This design comes from an exercise in tuning for small area and a short achievable clock period on the open sky130 flow, not from production work. Power and IR drop assume default switching activity.

==> v24 <==
// QE_M
module QE_M (clk, reset, in_a, in_b, in_c, in_x, mode, valid_in, last_input, valid_out, result);
==> flow/config.mk <==
export PLATFORM = sky130hd
export DESIGN_NAME = QE_M
export DESIGN_NICKNAME = QE_M
export VERILOG_FILES = /design/flow/design.v
export SDC_FILE = /design/flow/constraint.sdc
export NUM_CORES = 4
export LEC_CHECK = 0
export CAP_MARGIN = 20
export CORE_MARGIN = 2
export CORE_UTILIZATION = 40
export CTS_BUF_LIST = sky130_fd_sc_hd__clkbuf_8
export SETUP_SLACK_MARGIN = 4
export SLEW_MARGIN = 20
export SYNTH_HIERARCHICAL = 1
==> flow/constraint.sdc <==
create_clock -name core_clock -period 6.5 [get_ports {clk}]
set_input_delay 1.3000 -clock core_clock [delete_from_list [all_inputs] [get_ports {clk}]]
set_output_delay 1.3000 -clock core_clock [all_outputs]
set_load 0.01 [all_outputs]
standard.sh (not shown) runs the stock make flow with config.mk's settings and CLKGATE_MAP_FILE= SYNTH_SCRIPT=/design/flow/synth_recipe.tcl, a recipe that flattens the netlist after the stock synthesis.
==> flow/flow/run.sh <==
#!/bin/bash
# The standard layout, with buf_2 cells as the port buffers.
bash standard.sh "BUFFER_PORTS_ARGS=-buffer_cell sky130_fd_sc_hd__buf_2" finish > standard.log 2>&1
==> v21 (differences from v24) <==
--- a/flow/design.v
+++ b/flow/design.v
@@ -227,44 +227,44 @@
 wire ta_49, ta_50, ta_51, ta_52, ta_53, ta_54, ta_55, ta_56;
 wire ta_57, ta_58, ta_59, ta_60, ta_61, ta_62, ta_63, ta_64;
 wire ta_65, ta_66, ta_67, ta_68, ta_69, ta_70, ta_71, ta_72;
 wire ta_73, ta_74, ta_75, ta_76, ta_77, ta_78, ta_79, ta_80;
 wire ta_81, ta_82, ta_83, ta_84, ta_85, ta_86, ta_87, ta_88;
 wire ta_89, ta_90, ta_91, ta_92, ta_93, ta_94, ta_95, ta_96;
 wire ta_97, ta_98, ta_99, ta_100, ta_101, ta_102;
-assign ta_1 = ~(pa_0_5 ^ pa_1_4);
+qe_xn ta_hx0 (.a(pa_0_5), .b(pa_1_4), .y(ta_1));
 assign ta_2 = pa_0_5 | pa_1_4;
 qe_x2 ta_xp0 (.a(pa_0_6), .b(pa_1_5), .y(ta_5));
 qe_x2 ta_xs0 (.a(ta_5), .b(pa_2_4), .y(ta_3));
 qe_cy ta_cy0 (.a(pa_0_6), .b(pa_1_5), .c(pa_2_4), .p(ta_5), .co(ta_4));
-assign ta_6 = ~(pa_3_3 ^ pa_4_2);
+qe_xn ta_hx1 (.a(pa_3_3), .b(pa_4_2), .y(ta_6));
 assign ta_7 = pa_3_3 | pa_4_2;
 qe_x2 ta_xp1 (.a(pa_0_7), .b(pa_1_6), .y(ta_10));
 qe_x2 ta_xs1 (.a(ta_10), .b(pa_2_5), .y(ta_8));
 qe_cy ta_cy1 (.a(pa_0_7), .b(pa_1_6), .c(pa_2_5), .p(ta_10), .co(ta_9));
 qe_x2 ta_xp2 (.a(pa_3_4), .b(pa_4_3), .y(ta_13));
 qe_x2 ta_xs2 (.a(ta_13), .b(pa_5_2), .y(ta_11));
 qe_cy ta_cy2 (.a(pa_3_4), .b(pa_4_3), .c(pa_5_2), .p(ta_13), .co(ta_12));
-assign ta_14 = ~(pa_6_1 ^ pa_7_0);
+qe_xn ta_hx2 (.a(pa_6_1), .b(pa_7_0), .y(ta_14));
 assign ta_15 = pa_6_1 | pa_7_0;
 qe_x2 ta_xp3 (.a(pa_1_7), .b(pa_2_6), .y(ta_18));
 qe_x2 ta_xs3 (.a(ta_18), .b(pa_3_5), .y(ta_16));
 qe_cy ta_cy3 (.a(pa_1_7), .b(pa_2_6), .c(pa_3_5), .p(ta_18), .co(ta_17));
 qe_x2 ta_xp4 (.a(pa_4_4), .b(pa_5_3), .y(ta_21));
 qe_x2 ta_xs4 (.a(ta_21), .b(pa_6_2), .y(ta_19));
 qe_cy ta_cy4 (.a(pa_4_4), .b(pa_5_3), .c(pa_6_2), .p(ta_21), .co(ta_20));
 qe_x2 ta_xp5 (.a(pa_2_7), .b(pa_3_6), .y(ta_24));
 qe_x2 ta_xs5 (.a(ta_24), .b(pa_4_5), .y(ta_22));
 qe_cy ta_cy5 (.a(pa_2_7), .b(pa_3_6), .c(pa_4_5), .p(ta_24), .co(ta_23));
-assign ta_25 = ~(pa_0_3 ^ pa_1_2);
+qe_xn ta_hx3 (.a(pa_0_3), .b(pa_1_2), .y(ta_25));
 assign ta_26 = pa_0_3 | pa_1_2;
 qe_x2 ta_xp6 (.a(pa_0_4), .b(pa_1_3), .y(ta_29));
 qe_x2 ta_xs6 (.a(ta_29), .b(pa_2_2), .y(ta_27));
 qe_cy ta_cy6 (.a(pa_0_4), .b(pa_1_3), .c(pa_2_2), .p(ta_29), .co(ta_28));
-assign ta_30 = ~(pa_3_1 ^ pa_4_0);
+qe_xn ta_hx4 (.a(pa_3_1), .b(pa_4_0), .y(ta_30));
 assign ta_31 = pa_3_1 | pa_4_0;
 qe_x2 ta_xp7 (.a(pa_2_3), .b(pa_3_2), .y(ta_34));
 qe_x2 ta_xs7 (.a(ta_34), .b(pa_4_1), .y(ta_32));
 qe_cy ta_cy7 (.a(pa_2_3), .b(pa_3_2), .c(pa_4_1), .p(ta_34), .co(ta_33));
 qe_x2 ta_xp8 (.a(pa_5_0), .b(bg[5]), .y(ta_37));
 qe_x2 ta_xs8 (.a(ta_37), .b(ta_1), .y(ta_35));
 qe_cy ta_cy8 (.a(pa_5_0), .b(bg[5]), .c(ta_1), .p(ta_37), .co(ta_36));
@@ -297,15 +297,15 @@
 qe_cy ta_cy17 (.a(pa_3_7), .b(pa_4_6), .c(pa_5_5), .p(ta_64), .co(ta_63));
 qe_x2 ta_xp18 (.a(pa_6_4), .b(pa_7_3), .y(ta_67));
 qe_x2 ta_xs18 (.a(ta_67), .b(ta_23), .y(ta_65));
 qe_cy ta_cy18 (.a(pa_6_4), .b(pa_7_3), .c(ta_23), .p(ta_67), .co(ta_66));
 qe_x2 ta_xp19 (.a(pa_4_7), .b(pa_5_6), .y(ta_70));
 qe_x2 ta_xs19 (.a(ta_70), .b(pa_6_5), .y(ta_68));
 qe_cy ta_cy19 (.a(pa_4_7), .b(pa_5_6), .c(pa_6_5), .p(ta_70), .co(ta_69));
-assign ta_71 = ~(pa_0_2 ^ pa_1_1);
+qe_xn ta_hx5 (.a(pa_0_2), .b(pa_1_1), .y(ta_71));
 assign ta_72 = pa_0_2 | pa_1_1;
 qe_x2 ta_xp20 (.a(pa_2_1), .b(pa_3_0), .y(ta_75));
 qe_x2 ta_xs20 (.a(ta_75), .b(bg[3]), .y(ta_73));
 qe_cy ta_cy20 (.a(pa_2_1), .b(pa_3_0), .c(bg[3]), .p(ta_75), .co(ta_74));
 qe_x2 ta_xp21 (.a(bg[4]), .b(ta_26), .y(ta_78));
 qe_x2 ta_xs21 (.a(ta_78), .b(ta_30), .y(ta_76));
 qe_cy ta_cy21 (.a(bg[4]), .b(ta_26), .c(ta_30), .p(ta_78), .co(ta_77));
@@ -336,15 +336,15 @@
 wire [7:0] xm = {X1[6:0], 1'b0};   
 integer i;
 wire tb_1, tb_2, tb_3, tb_4, tb_5, tb_6, tb_7, tb_8;
 wire tb_9, tb_10, tb_11, tb_12, tb_13, tb_14, tb_15, tb_16;
 wire tb_17, tb_18, tb_19, tb_20, tb_21, tb_22, tb_23, tb_24;
 wire tb_25, tb_26, tb_27, tb_28, tb_29, tb_30, tb_31, tb_32;
 wire tb_33, tb_34, tb_35, tb_36, tb_37, tb_38;
-assign tb_1 = ~(T1a1 ^ T1b1);
+qe_xn tb_hx0 (.a(T1a1), .b(T1b1), .y(tb_1));
 assign tb_2 = T1a1 | T1b1;
 qe_x2 tb_xp0 (.a(T1a2), .b(T1b2), .y(tb_5));
 qe_x2 tb_xs0 (.a(tb_5), .b(T1c2), .y(tb_3));
 qe_cy tb_cy0 (.a(T1a2), .b(T1b2), .c(T1c2), .p(tb_5), .co(tb_4));
 qe_x2 tb_xp1 (.a(T1a3), .b(T1b3), .y(tb_8));
 qe_x2 tb_xs1 (.a(tb_8), .b(T1c3), .y(tb_6));
 qe_cy tb_cy1 (.a(T1a3), .b(T1b3), .c(T1c3), .p(tb_8), .co(tb_7));
@@ -581,79 +581,79 @@
 wire tc_105, tc_106, tc_107, tc_108, tc_109, tc_110, tc_111, tc_112;
 wire tc_113, tc_114, tc_115, tc_116, tc_117, tc_118, tc_119, tc_120;
 wire tc_121, tc_122, tc_123, tc_124, tc_125, tc_126, tc_127, tc_128;
 wire tc_129, tc_130, tc_131, tc_132, tc_133, tc_134, tc_135, tc_136;
 wire tc_137, tc_138, tc_139, tc_140, tc_141, tc_142, tc_143, tc_144;
 wire tc_145, tc_146, tc_147, tc_148, tc_149, tc_150, tc_151, tc_152;
 wire tc_153, tc_154, tc_155, tc_156, tc_157, tc_158;
-assign tc_1 = ~(pc_neg_0 ^ C2[0]);
+qe_xn tc_hx0 (.a(pc_neg_0), .b(C2[0]), .y(tc_1));
 assign tc_2 = pc_neg_0 | C2[0];
-assign tc_3 = ~(C2[1] ^ pc_acc_1_1);
+qe_xn tc_hx1 (.a(C2[1]), .b(pc_acc_1_1), .y(tc_3));
 assign tc_4 = C2[1] | pc_acc_1_1;
 qe_x2 tc_xp0 (.a(pc_neg_1), .b(C2[2]), .y(tc_7));
 qe_x2 tc_xs0 (.a(tc_7), .b(pc_acc_2_2), .y(tc_5));
 qe_cy tc_cy0 (.a(pc_neg_1), .b(C2[2]), .c(pc_acc_2_2), .p(tc_7), .co(tc_6));
-assign tc_8 = ~(C2[3] ^ pc_acc_2_3);
+qe_xn tc_hx2 (.a(C2[3]), .b(pc_acc_2_3), .y(tc_8));
 assign tc_9 = C2[3] | pc_acc_2_3;
 qe_x2 tc_xp1 (.a(pc_neg_2), .b(C2[4]), .y(tc_12));
 qe_x2 tc_xs1 (.a(tc_12), .b(pc_0_4), .y(tc_10));
 qe_cy tc_cy1 (.a(pc_neg_2), .b(C2[4]), .c(pc_0_4), .p(tc_12), .co(tc_11));
-assign tc_13 = ~(C2[5] ^ pc_0_5);
+qe_xn tc_hx3 (.a(C2[5]), .b(pc_0_5), .y(tc_13));
 assign tc_14 = C2[5] | pc_0_5;
 qe_x2 tc_xp2 (.a(pc_neg_3), .b(C2[6]), .y(tc_17));
 qe_x2 tc_xs2 (.a(tc_17), .b(pc_0_6), .y(tc_15));
 qe_cy tc_cy2 (.a(pc_neg_3), .b(C2[6]), .c(pc_0_6), .p(tc_17), .co(tc_16));
-assign tc_18 = ~(pc_1_6 ^ pc_2_6);
+qe_xn tc_hx4 (.a(pc_1_6), .b(pc_2_6), .y(tc_18));
 assign tc_19 = pc_1_6 | pc_2_6;
 qe_x2 tc_xp3 (.a(C2[7]), .b(pc_0_7), .y(tc_22));
 qe_x2 tc_xs3 (.a(tc_22), .b(pc_1_7), .y(tc_20));
 qe_cy tc_cy3 (.a(C2[7]), .b(pc_0_7), .c(pc_1_7), .p(tc_22), .co(tc_21));
-assign tc_23 = ~(pc_2_7 ^ pc_3_7);
+qe_xn tc_hx5 (.a(pc_2_7), .b(pc_3_7), .y(tc_23));
 assign tc_24 = pc_2_7 | pc_3_7;
 qe_x2 tc_xp4 (.a(pc_4_8), .b(pc_0_8), .y(tc_27));
 qe_x2 tc_xs4 (.a(tc_27), .b(pc_1_8), .y(tc_25));
 qe_cy tc_cy4 (.a(pc_4_8), .b(pc_0_8), .c(pc_1_8), .p(tc_27), .co(tc_26));
-assign tc_28 = ~(pc_2_8 ^ pc_3_8);
+qe_xn tc_hx6 (.a(pc_2_8), .b(pc_3_8), .y(tc_28));
 assign tc_29 = pc_2_8 | pc_3_8;
 qe_x2 tc_xp5 (.a(pc_4_9), .b(pc_0_9), .y(tc_32));
 qe_x2 tc_xs5 (.a(tc_32), .b(pc_1_9), .y(tc_30));
 qe_cy tc_cy5 (.a(pc_4_9), .b(pc_0_9), .c(pc_1_9), .p(tc_32), .co(tc_31));
-assign tc_33 = ~(pc_2_9 ^ pc_3_9);
+qe_xn tc_hx7 (.a(pc_2_9), .b(pc_3_9), .y(tc_33));
 assign tc_34 = pc_2_9 | pc_3_9;
 qe_x2 tc_xp6 (.a(pc_4_10), .b(pc_0_10), .y(tc_37));
 qe_x2 tc_xs6 (.a(tc_37), .b(pc_1_10), .y(tc_35));
 qe_cy tc_cy6 (.a(pc_4_10), .b(pc_0_10), .c(pc_1_10), .p(tc_37), .co(tc_36));
-assign tc_38 = ~(pc_2_10 ^ pc_3_10);
+qe_xn tc_hx8 (.a(pc_2_10), .b(pc_3_10), .y(tc_38));
 assign tc_39 = pc_2_10 | pc_3_10;
 qe_x2 tc_xp7 (.a(pc_4_11), .b(pc_0_11), .y(tc_42));
 qe_x2 tc_xs7 (.a(tc_42), .b(pc_1_11), .y(tc_40));
 qe_cy tc_cy7 (.a(pc_4_11), .b(pc_0_11), .c(pc_1_11), .p(tc_42), .co(tc_41));
-assign tc_43 = ~(pc_2_11 ^ pc_3_11);
+qe_xn tc_hx9 (.a(pc_2_11), .b(pc_3_11), .y(tc_43));
 assign tc_44 = pc_2_11 | pc_3_11;
 qe_x2 tc_xp8 (.a(pc_4_12), .b(pc_0_12), .y(tc_47));
 qe_x2 tc_xs8 (.a(tc_47), .b(pc_1_12), .y(tc_45));
 qe_cy tc_cy8 (.a(pc_4_12), .b(pc_0_12), .c(pc_1_12), .p(tc_47), .co(tc_46));
-assign tc_48 = ~(pc_2_12 ^ pc_3_12);
+qe_xn tc_hx10 (.a(pc_2_12), .b(pc_3_12), .y(tc_48));
 assign tc_49 = pc_2_12 | pc_3_12;
 qe_x2 tc_xp9 (.a(pc_4_13), .b(pc_0_13), .y(tc_52));
 qe_x2 tc_xs9 (.a(tc_52), .b(pc_1_13), .y(tc_50));
 qe_cy tc_cy9 (.a(pc_4_13), .b(pc_0_13), .c(pc_1_13), .p(tc_52), .co(tc_51));
-assign tc_53 = ~(pc_2_13 ^ pc_3_13);
+qe_xn tc_hx11 (.a(pc_2_13), .b(pc_3_13), .y(tc_53));
 assign tc_54 = pc_2_13 | pc_3_13;
 qe_x2 tc_xp10 (.a(pc_4_14), .b(pc_0_14), .y(tc_57));
 qe_x2 tc_xs10 (.a(tc_57), .b(pc_1_14), .y(tc_55));
 qe_cy tc_cy10 (.a(pc_4_14), .b(pc_0_14), .c(pc_1_14), .p(tc_57), .co(tc_56));
-assign tc_58 = ~(pc_2_14 ^ pc_3_14);
+qe_xn tc_hx12 (.a(pc_2_14), .b(pc_3_14), .y(tc_58));
 assign tc_59 = pc_2_14 | pc_3_14;
 qe_x2 tc_xp11 (.a(pc_4_15), .b(pc_0_15), .y(tc_62));
 qe_x2 tc_xs11 (.a(tc_62), .b(pc_1_15), .y(tc_60));
 qe_cy tc_cy11 (.a(pc_4_15), .b(pc_0_15), .c(pc_1_15), .p(tc_62), .co(tc_61));
-assign tc_63 = ~(pc_2_15 ^ pc_3_15);
+qe_xn tc_hx13 (.a(pc_2_15), .b(pc_3_15), .y(tc_63));
 assign tc_64 = pc_2_15 | pc_3_15;
-assign tc_65 = ~(pc_acc_1_0 ^ pc_acc_2_0);
+qe_xn tc_hx14 (.a(pc_acc_1_0), .b(pc_acc_2_0), .y(tc_65));
 assign tc_66 = pc_acc_1_0 | pc_acc_2_0;
 qe_x2 tc_xp12 (.a(pc_acc_2_1), .b(tc_2), .y(tc_69));
 qe_x2 tc_xs12 (.a(tc_69), .b(pc_0_1), .y(tc_67));
 qe_cy tc_cy12 (.a(pc_acc_2_1), .b(tc_2), .c(pc_0_1), .p(tc_69), .co(tc_68));
 qe_x2 tc_xp13 (.a(pc_0_2), .b(pc_1_2), .y(tc_72));
 qe_x2 tc_xs13 (.a(tc_72), .b(tc_4), .y(tc_70));
 qe_cy tc_cy13 (.a(pc_0_2), .b(pc_1_2), .c(tc_4), .p(tc_72), .co(tc_71));
@@ -692,15 +692,15 @@
 qe_cy tc_cy24 (.a(tc_49), .b(tc_53), .c(tc_46), .p(tc_105), .co(tc_104));
 qe_x2 tc_xp25 (.a(tc_54), .b(tc_58), .y(tc_108));
 qe_x2 tc_xs25 (.a(tc_108), .b(tc_51), .y(tc_106));
 qe_cy tc_cy25 (.a(tc_54), .b(tc_58), .c(tc_51), .p(tc_108), .co(tc_107));
 qe_x2 tc_xp26 (.a(tc_59), .b(tc_63), .y(tc_111));
 qe_x2 tc_xs26 (.a(tc_111), .b(tc_56), .y(tc_109));
 qe_cy tc_cy26 (.a(tc_59), .b(tc_63), .c(tc_56), .p(tc_111), .co(tc_110));
-assign tc_112 = ~(pc_0_0 ^ tc_1);
+qe_xn tc_hx15 (.a(pc_0_0), .b(tc_1), .y(tc_112));
 assign tc_113 = pc_0_0 | tc_1;
 qe_x2 tc_xp27 (.a(tc_66), .b(tc_3), .y(tc_116));
 qe_x2 tc_xs27 (.a(tc_116), .b(tc_67), .y(tc_114));
 qe_cy tc_cy27 (.a(tc_66), .b(tc_3), .c(tc_67), .p(tc_116), .co(tc_115));
 qe_x2 tc_xp28 (.a(tc_5), .b(tc_68), .y(tc_119));
 qe_x2 tc_xs28 (.a(tc_119), .b(tc_70), .y(tc_117));
 qe_cy tc_cy28 (.a(tc_5), .b(tc_68), .c(tc_70), .p(tc_119), .co(tc_118));
@@ -866,14 +866,19 @@
 assign co = (a & b) | (c & (a | b));
 endmodule
 module qe_x2 (a, b, y);
 input wire a, b;
 output wire y;
 assign y = a ^ b;
 endmodule
+module qe_xn (a, b, y);
+input wire a, b;
+output wire y;
+assign y = ~(a ^ b);
+endmodule
 module qe_cy (a, b, c, p, co);
 input wire a, b, c, p;
 output wire co;
 assign co = (a & b) | (c & p);
 endmodule
 module qe_ha (a, b, s, co);
 input wire a, b;
- CORE_UTILIZATION: 40 -> 60
==> v9 (differences from v24) <==
- CTS_CLUSTER_DIAMETER: default -> 100
- CTS_CLUSTER_SIZE: default -> 40
==> impl_results.md <==
- CP Cell Sequence: buf_2 -> nand2_2 -> xor2_2 -> xor2_2 -> xor2_1 -> a22o_1 -> xor2_1 -> xor2_1
- Reg2reg setup slack: about 4.1 ns
- Post-route design area: roughly 0.0098 mm2
- Invs w/o clock: 80
- Leak: roughly 4.3 nW
- Status: timing/DRC/antenna clean
- Adder-Cell Fraction of Synth Area: approximately 3.2%
- GP Congestion: 0.798
- Starting Density: a little over 40%
- Multi-input combinational cell count: 650
- Wire length on met2: 8180 um
- Signal buf overhead: ~3.5%
the above is filed under v9

==> impl_results.md <==
- Wire length on met2: 8180 um
- GP Congestion: 0.798
- Starting Density: around two fifths
- CP Cell Sequence: buf_2 -> nand2_2 -> xor2_2 -> xor2_2 -> xor2_1 -> a22o_1 -> xor2_1 -> xor2_1
- Status: timing/DRC/antenna clean
- Leak: between 4 and 5 nW
- Invs w/o clock: 80
- Adder-Cell Fraction of Synth Area: 3.18%
the above is filed under v24

==> impl_results.md <==
- Status: timing/DRC/antenna clean
- Post-route design area: approximately 0.0096 mm2
- Invs w/o clock: 15
- Adder-Cell Fraction of Synth Area: 0%
- Reg2reg setup slack: 3.95 ns
- GP Congestion: 0.856
- Signal buf overhead: under 10%
- Leak: 3.88 nW
- Wire length on met2: between 8000 and 9000 um
- Multi-input combinational cell count: roughly 710
the above is filed under v21

Function was not checked in any run of this note: the RTL went through the layout flow alone.

[static timing again, ports no longer ideal]
Ports are ideal in the flow. The routed layouts listed here were re-timed in OpenROAD.
Step 1, drivers: a clkbuf_16 drives clk and a buf_2 each remaining input, both assumed.
Step 2 times the ports against the registers' clock, not the clock port: input delays grow and output delays shrink by t, the midpoint of the rising clock arrivals with the driver on.
Slacks: ideal ports / drivers / drivers and shift; pairs: ideal ports / drivers.
run | shift t [ns] | slack for setup (ns) | worst hold slack (ns) | latest minus earliest clock arrival (ns) | pins driven straight from the clock port
v24 | 0.492 | 4.032 / 4.048 / 3.556 | 0.333 / 0.333 / 0.333 | 0.013 / 0.014 | 1
v21 | 0.479 | 3.952 / 3.952 / 3.549 | 0.332 / 0.332 / 0.332 | 0.012 / 0.013 | 1
v9 | 0.492 | 4.032 / 4.048 / 3.556 | 0.333 / 0.333 / 0.333 | 0.013 / 0.014 | 1
After both steps every run listed still meets setup and hold.
